What follows belongs to an exercise in optimizing a design on an open flow for small area, a short achievable clock period and few clock cycles; a production flow would make more cautious choices.
Where RTL was checked, it was by simulation tests only, not by an equivalence proof against the original.

Setup of the baseline:
// cnn_accel
module cnn_accel (
    input         clk,
    input         rst_n,       
    input         cnn_start,   
    output        cnn_finish,  
    output        mem_we,
    output [19:0] mem_addr,
    output [15:0] mem_wdata,
    input  [15:0] mem_rdata
);
Size: roughly 2,100 cells after synthesis, about 400 flip-flops, roughly 57 I/O pins, roughly 21,000 um2 of cells after synthesis.
==> flow/config.mk <==
export PLATFORM = sky130hd
export DESIGN_NAME = cnn_accel
export DESIGN_NICKNAME = cnn_accel
export VERILOG_FILES = /design/flow/design.v
export SDC_FILE = /design/flow/constraint.sdc
export NUM_CORES = 4
export LEC_CHECK = 0
export CAP_MARGIN = 20
export CORE_MARGIN = 2
export CORE_UTILIZATION = 65
export CTS_CLUSTER_DIAMETER = 80
export CTS_CLUSTER_SIZE = 24
export SLEW_MARGIN = 20
==> flow/constraint.sdc <==
create_clock -name core_clock -period 20.0 [get_ports {clk}]
set_input_delay 4.0000 -clock core_clock [delete_from_list [all_inputs] [get_ports {clk}]]
set_output_delay 4.0000 -clock core_clock [all_outputs]
set_load 0.01 [all_outputs]
standard.sh (not shown) runs the stock make flow with config.mk's settings and CLKGATE_MAP_FILE= SYNTH_SCRIPT=/design/flow/synth_recipe.tcl, a recipe that flattens the netlist after the stock synthesis.
==> flow/flow/run.sh <==
#!/bin/bash
# The standard layout (the standard.sh: ORFS with the standard synthesis,
# floorplan, power grid and tap cells), with one change: every input and
# output port is still given its own buffer, but a plain sky130 buffer
# (buf_2) instead of the delay cell (clkdlybuf4s50_1) buffer_ports picks by
# default, which adds about 0.6 ns to every path into or out of the design.
set -euo pipefail
export BUFFER_PORTS_ARGS="-buffer_cell sky130_fd_sc_hd__buf_2"
bash standard.sh > standard_make.log 2>&1
What the candidate does differently from the baseline at the input level:
--- a/flow/design.v
+++ b/flow/design.v
@@ -739,53 +739,49 @@
             lay <= {lay[3:0], 1'b0};
         end
     end
     default: ;
     endcase
 end
 reg [1:0] d1_kind, d2_kind, d3_kind;
-reg       d1_f, d2_f, d3_f, d3_w;
+reg       d1_f, d2_f, d3_f, d2_z;
 always @(posedge clk) begin
     d1_kind <= i_kind;  d1_f <= i_f;
     d2_kind <= d1_kind; d2_f <= d1_f;
     d3_kind <= d2_kind; d3_f <= d2_f;
-    d3_w    <= (d2_kind == K_W);
+    d2_z    <= (d1_kind == K_NONE);
 end
 reg [15:0] rd_q;        
 reg [7:0]  x_one, x_two, x_neg;   
 reg [15:0] ps, pc;      
 reg        pc12;        
-reg        e_v;         
 reg        e_f;         
 reg [15:0] ring [0:P];
 wire [7:0] b_one, b_two, b_neg;
 booth_enc u_enc (.x(rd_q), .one(b_one), .two(b_two), .neg(b_neg));
 wire [15:0] ms, mc;
 wire        mc12;
 mul_cs u_mul (.one(x_one), .two(x_two), .neg(x_neg), .w(rd_q),
               .s(ms), .c(mc), .c12(mc12));
 wire [15:0] base = e_f ? 16'd0 : ring[P];
-wire [15:0] qs   = e_v ? ps : 16'd0;
-wire [15:0] qc   = e_v ? pc : 16'd0;
-wire [15:0] as   = base ^ qs ^ qc;
-wire [15:0] ac   = (base & qs) | (base & qc) | (qs & qc);
+wire [15:0] as   = base ^ ps ^ pc;
+wire [15:0] ac   = (base & ps) | (base & pc) | (ps & pc);
 wire [15:0] acc;
-bk_add #(.W(16), .L(5)) u_acc (.a(as), .b({ac[14:0], e_v & pc12}), .ci(1'b0), .s(acc));
+bk_add #(.W(16), .L(5)) u_acc (.a(as), .b({ac[14:0], pc12}), .ci(1'b0), .s(acc));
 integer j;
 always @(posedge clk) begin
-    rd_q <= mem_rdata;
+    rd_q <= d2_z ? 16'd0 : mem_rdata;
     if (d3_kind == K_X) begin
         x_one <= b_one;
         x_two <= b_two;
         x_neg <= b_neg;
     end
     ps   <= ms;
     pc   <= mc;
     pc12 <= mc12;
-    e_v  <= d3_w;
     e_f  <= d3_f;
     ring[0] <= acc;
     for (j = 1; j <= P; j = j + 1) ring[j] <= ring[j-1];
     if (d3_kind == K_P) begin
         if (d3_f || rd_q > wdata_q) wdata_q <= rd_q;
     end else if (st == S_WR) begin
         wdata_q <= (c_relu && ring[2][15]) ? 16'd0 : ring[2];
Findings:
- Both conditions hold for the candidate: the flow ran to the end and the final layout passed the timing, DRC and antenna checks.
- Going from the baseline to the candidate, average routed wire per standard cell shows a reduction of 0.28 um; setup slack decreased 0.018 ns; shortest period the worst path allows rose by 0.018 ns.
- Clock buffer instance count of the final layout: the candidate vs the baseline up 1
- Diff the candidate..the baseline | register area | negligible
- The baseline → the candidate: cell area after layout shrank by 0.96%, final cycle utilization of the critical path held steady.
- Changes observed in the candidate relative to the baseline: final cell count without fillers shrank by about 0.8%; full die area shrank by 0.90%.
- The candidate ended with less wire length than the baseline.
Testbench counts of the candidate, summed over its fixed seeds: cycles 8,190,648.
Function not checked in the baseline: the RTL went through the layout flow alone.

==> afterwards: timing with drivers on the ports <==
Ports are ideal in the flow. The routed layouts listed here were re-timed in OpenROAD.
Step 1 sets driving cells, clkbuf_16 on the clock port and buf_2 on the other inputs (assumed; they add their load-dependent delay and slew).
Step 2 times the ports against the registers' clock, not the clock port: input delays grow and output delays shrink by t, the midpoint of the rising clock arrivals with the driver on.
Three values: ideal ports, drivers, drivers and shift; two values: the first two.
run	shift t [ns]	setup WS [ns]	worst register clock-pin slew, ns	worst data-port slew with drivers (ns)
the baseline	0.595	14.879 / 14.828 / 15.424	0.10 / 0.10	0.03
the candidate	0.609	14.862 / 14.809 / 15.395	0.11 / 0.11	0.03
After both steps every run listed still meets setup and hold.
